Context: an optimization exercise on an open-source flow, tuned for small area and a short achievable clock period. The choices shown serve that exercise and are no tape-out recipe. Where RTL was checked, it was by simulation tests only, not by an equivalence proof against the original. No activity file was given, so power comes from the tool's default toggle rates.

== the reference run ==
// Nbit_ALU_Register
module Nbit_ALU_Register (r2, r3, ALUop, r0, clk);
parameter n = 32;
input[n-1:0] r2, r3;
input[2:0] ALUop;
input clk;
output [n-1:0] r0;
wire[n-1:0] r1;
Nbit_ALU #(n) alu1 (.r1(r1), .r2(r2), .r3(r3), .ALUop(ALUop) );
Nbit_Register #(n) reg1 (.outo(r0), .ino(r1), .clk(clk) );
endmodule
Size in the first run: roughly 400 cells after synthesis, roughly 32 flip-flops, about 0.0028 mm^2 of cells after synthesis.
clock: 15.5 ns
lec_check: 0
cap_margin: 20
core_margin: 2
core_utilization: 60
cts_buf_list: sky130_fd_sc_hd__clkbuf_4
gpl_timing_driven: 0
slew_margin: 20
synth_hierarchical: 1
synth_minimum_keep_size: 0
standard.sh (not shown) runs the stock make flow with config.mk's settings and CLKGATE_MAP_FILE= SYNTH_SCRIPT=/design/flow/synth_recipe.tcl, a recipe that flattens the netlist after the stock synthesis.
==> flow/flow/run.sh <==
#!/bin/bash
# Standard ORFS layout with two changes: the ports are buffered with buf_1 (instead of the
# delay buffer buffer_ports picks by default), and timing repair aims for a setup slack of
# 10.1 ns, so that it sizes the critical paths for a shorter period than the clock's.
set -euo pipefail
export BUFFER_PORTS_ARGS="-buffer_cell sky130_fd_sc_hd__buf_1"
export SETUP_SLACK_MARGIN=10.1
bash standard.sh > standard.log 2>&1
Both conditions hold for the reference run: the flow ran to the end and the final layout passed the timing, DRC and antenna checks.
Here is what was changed in the inputs of the trial run compared with the reference run.
-- flow/design.v --
<<< the reference run, line 26
wire o02n;
g_nor2 u_o02n (.a(ALUop[0]), .b(ALUop[2]), .y(o02n));
wire t0n_d0;
g_mux2i u_t0n_d0 (.a0(ALUop[0]), .a1(ALUop[1]), .s(ALUop[2]), .y(t0n_d0));
wire t0n_d1;
g_mux2i u_t0n_d1 (.a0(ALUop[0]), .a1(ALUop[1]), .s(ALUop[2]), .y(t0n_d1));
wire t0n_0;
g_buf u_t0n_0 (.a(t0n_d0), .y(t0n_0));
wire t0n_1;
g_buf u_t0n_1 (.a(t0n_d1), .y(t0n_1));
wire t0n_dx;
g_mux2i u_t0n_dx (.a0(ALUop[0]), .a1(ALUop[1]), .s(ALUop[2]), .y(t0n_dx));
wire t1n_d0;
g_xor2 u_t1n_d0 (.a(ALUop[1]), .b(o02n), .y(t1n_d0));
wire t1n_d1;
g_xor2 u_t1n_d1 (.a(ALUop[1]), .b(o02n), .y(t1n_d1));
wire t1n_0;
g_buf u_t1n_0 (.a(t1n_d0), .y(t1n_0));
wire t1n_1;
g_buf u_t1n_1 (.a(t1n_d1), .y(t1n_1));
wire esn_d0;
g_o21a u_esn_d0 (.a1(ALUop[1]), .a2(ALUop[0]), .b1(ALUop[2]), .y(esn_d0));
wire esn_d1;
g_o21a u_esn_d1 (.a1(ALUop[1]), .a2(ALUop[0]), .b1(ALUop[2]), .y(esn_d1));
wire esn_0;
g_buf u_esn_0 (.a(esn_d0), .y(esn_0));
wire esn_1;
g_buf u_esn_1 (.a(esn_d1), .y(esn_1));
wire ecn_d0;
g_nand2b u_ecn_d0 (.an(ALUop[1]), .b(ALUop[2]), .y(ecn_d0));
wire ecn_d1;
g_nand2b u_ecn_d1 (.an(ALUop[1]), .b(ALUop[2]), .y(ecn_d1));
wire ecn_0;
g_buf u_ecn_0 (.a(ecn_d0), .y(ecn_0));
wire ecn_1;
g_buf u_ecn_1 (.a(ecn_d1), .y(ecn_1));
wire enn_d0;
g_nand2b u_enn_d0 (.an(ALUop[2]), .b(ALUop[1]), .y(enn_d0));
wire enn_d1;
g_nand2b u_enn_d1 (.an(ALUop[2]), .b(ALUop[1]), .y(enn_d1));
wire enn_0;
g_buf u_enn_0 (.a(enn_d0), .y(enn_0));
wire enn_1;
g_buf u_enn_1 (.a(enn_d1), .y(enn_1));
wire en_d;
g_inv u_en_d (.a(enn_0), .y(en_d));
>>> the trial run, line 26
wire o02n;
g_nor2 u_o02n (.a(ALUop[0]), .b(ALUop[2]), .y(o02n));
wire t0n_0;
g_mux2i u_t0n_0 (.a0(ALUop[0]), .a1(ALUop[1]), .s(ALUop[2]), .y(t0n_0));
wire t0n_1;
g_mux2i u_t0n_1 (.a0(ALUop[0]), .a1(ALUop[1]), .s(ALUop[2]), .y(t0n_1));
wire t1n_0;
g_xor2 u_t1n_0 (.a(ALUop[1]), .b(o02n), .y(t1n_0));
wire t1n_1;
g_xor2 u_t1n_1 (.a(ALUop[1]), .b(o02n), .y(t1n_1));
wire esn_0;
g_o21a u_esn_0 (.a1(ALUop[1]), .a2(ALUop[0]), .b1(ALUop[2]), .y(esn_0));
wire esn_1;
g_o21a u_esn_1 (.a1(ALUop[1]), .a2(ALUop[0]), .b1(ALUop[2]), .y(esn_1));
wire ecn_0;
g_nand2b u_ecn_0 (.an(ALUop[1]), .b(ALUop[2]), .y(ecn_0));
wire ecn_1;
g_nand2b u_ecn_1 (.an(ALUop[1]), .b(ALUop[2]), .y(ecn_1));
wire enn_0;
g_nand2b u_enn_0 (.an(ALUop[2]), .b(ALUop[1]), .y(enn_0));
wire enn_1;
g_nand2b u_enn_1 (.an(ALUop[2]), .b(ALUop[1]), .y(enn_1));
wire en_d;
g_inv u_en_d (.a(enn_0), .y(en_d));
<<< the reference run, line 403
g_o22ai u_y31 (.a1(gn31), .a2(ecn_1), .b1(pn31), .b2(esn_1), .y(y31));
wire t0p;
g_inv u_t0p (.a(t0n_dx), .y(t0p));
wire G0n;
g_mux2i u_G0n (.a0(t0p), .a1(r2[0]), .s(r3[0]), .y(G0n));
>>> the trial run, line 381
g_o22ai u_y31 (.a1(gn31), .a2(ecn_1), .b1(pn31), .b2(esn_1), .y(y31));
wire t0p;
g_inv u_t0p (.a(t0n_0), .y(t0p));
wire G0n;
g_mux2i u_G0n (.a0(t0p), .a1(r2[0]), .s(r3[0]), .y(G0n));
- [the trial run] final cell count without fillers rose 0.53% relative to the reference run
- Summary of the trial run over the reference run: die area decreased 150 um^2; detailed-routing wirelength on met1 increased 6.6%; sequential power essentially unchanged.
- Total power delta (the trial run − the reference run): unfavourable
- Compared with the reference run, the trial run shows a combinational share of power that is 1.5 points higher.
No functional check of the RTL was part of any run of this note.

---

Nbit_ALU_Register, a different RTL version from the one above (not shown whole).
Size: about 400 cells after synthesis, ~32 flip-flops, roughly 100 I/O pins.
// Nbit_ALU_Register
module Nbit_ALU_Register (r2, r3, ALUop, r0, clk);
parameter n = 32;
input[n-1:0] r2, r3;
input[2:0] ALUop;
input clk;
output [n-1:0] r0;
wire[n-1:0] r1;
Nbit_ALU #(n) alu1 (.r1(r1), .r2(r2), .r3(r3), .ALUop(ALUop) );
Nbit_Register #(n) reg1 (.outo(r0), .ino(r1), .clk(clk) );
endmodule
==> flow/config.mk <==
export PLATFORM = sky130hd
export DESIGN_NAME = Nbit_ALU_Register
export DESIGN_NICKNAME = Nbit_ALU_Register
export VERILOG_FILES = /design/flow/design.v
export SDC_FILE = /design/flow/constraint.sdc
export NUM_CORES = 4
export LEC_CHECK = 0
export CAP_MARGIN = 20
export CORE_MARGIN = 2
export CORE_UTILIZATION = 60
export CTS_BUF_LIST = sky130_fd_sc_hd__clkbuf_4
export GPL_TIMING_DRIVEN = 0
export SLEW_MARGIN = 20
export SYNTH_HIERARCHICAL = 1
export SYNTH_MINIMUM_KEEP_SIZE = 0
==> flow/constraint.sdc <==
create_clock -name core_clock -period 15.5 [get_ports {clk}]
set_input_delay 3.1000 -clock core_clock [delete_from_list [all_inputs] [get_ports {clk}]]
set_output_delay 3.1000 -clock core_clock [all_outputs]
set_load 0.01 [all_outputs]
Scripts as last shown in full above: flow/flow/run.sh
Next try:
--- a/flow/design.v
+++ b/flow/design.v
@@ -20,22 +20,24 @@
 `timescale 1ns / 1ps
 module Nbit_ALU(r1, r2, r3, ALUop);
 parameter n = 32;
 input  [n-1:0] r2, r3;
 input  [2:0]   ALUop;
 output [n-1:0] r1;
-wire o02n;
-g_nor2 u_o02n (.a(ALUop[0]), .b(ALUop[2]), .y(o02n));
+wire x01;
+g_xor2 u_x01 (.a(ALUop[0]), .b(ALUop[1]), .y(x01));
+wire op1n;
+g_inv u_op1n (.a(ALUop[1]), .y(op1n));
 wire t0n_d;
 g_mux2i u_t0n_d (.a0(ALUop[0]), .a1(ALUop[1]), .s(ALUop[2]), .y(t0n_d));
 wire t0n_0;
 g_buf u_t0n_0 (.a(t0n_d), .y(t0n_0));
 wire t0n_1;
 g_buf u_t0n_1 (.a(t0n_d), .y(t0n_1));
 wire t1n_d;
-g_xor2 u_t1n_d (.a(ALUop[1]), .b(o02n), .y(t1n_d));
+g_mux2i u_t1n_d (.a0(x01), .a1(op1n), .s(ALUop[2]), .y(t1n_d));
 wire t1n_0;
 g_buf u_t1n_0 (.a(t1n_d), .y(t1n_0));
 wire t1n_1;
 g_buf u_t1n_1 (.a(t1n_d), .y(t1n_1));
 wire esn_d;
 g_o21a u_esn_d (.a1(ALUop[1]), .a2(ALUop[0]), .b1(ALUop[2]), .y(esn_d));
@@ -386,16 +388,14 @@
 wire tn31;
 g_nor2 u_tn31 (.a(r2[31]), .b(bb31), .y(tn31));
 wire pn31;
 g_nand2b u_pn31 (.an(tn31), .b(gn31), .y(pn31));
 wire y31;
 g_o22ai u_y31 (.a1(gn31), .a2(ecn_1), .b1(pn31), .b2(esn_1), .y(y31));
-wire t0p;
-g_inv u_t0p (.a(t0n_d), .y(t0p));
 wire G0n;
-g_mux2i u_G0n (.a0(t0p), .a1(r2[0]), .s(r3[0]), .y(G0n));
+g_o21a u_G0n (.a1(tn0), .a2(t0n_0), .b1(gn0), .y(G0n));
 wire G1_1;
 g_o21ai u_G1_1 (.a1(tn1), .a2(G0n), .b1(gn1), .y(G1_1));
 wire G1_3;
 g_o21ai u_G1_3 (.a1(tn3), .a2(gn2), .b1(gn3), .y(G1_3));
 wire T1_3;
 g_nor2 u_T1_3 (.a(tn3), .b(tn2), .y(T1_3));
After rerunning: The changed run completed without violations. Hold slack degrades by 0.012 ns. Clock power goes down by about 2%. Total power goes up by 1.7%. Final area went up by 0.86%. Die area is about the same. Routed wire length rose by 6.3%. Via count stays flat. Cell count rose by 0.36%. Global-route usage came out higher by 1.2 points. Sequential power barely changes. Synthesized cell count stays the same. First-iteration DRC count decreases by 14%.

-- afterwards: timing with drivers on the ports --
The flow's constraints put no driver on any port. The routed layouts listed below were extracted and timed again, unchanged, in two steps.
Step 1, drivers: a clkbuf_16 drives clk and a buf_2 each remaining input, both assumed.
Step 2 moves the port delays by t, midway between the first and last clock arrival at a register: inputs arrive t later, outputs are due t later. That takes back most of the time a late clock gives input paths.
Slacks: no drivers / after step 1 / after step 2; pairs: no drivers / after step 1.
run	t (ns)	setup slack, ns	worst setup path after step 2	slew at the worst register clock pin (ns)	cell pins on the clock port's net
the reference run	0.355	10.243 / 10.249 / 9.893	input to register	0.11 / 0.11	1
the trial run	0.361	10.229 / 10.234 / 9.873	input to register	0.11 / 0.11	1
the first run of note 2	0.365	10.305 / 10.294 / 9.929	input to register	0.12 / 0.12	1
the second run of note 2	0.355	10.248 / 10.253 / 9.897	input to register	0.12 / 0.12	1
After both steps every run listed still meets setup and hold. For the first run of note 2, which loses most, drivers alone change the setup slack by -0.011 ns; drivers and shift together by -0.376 ns.
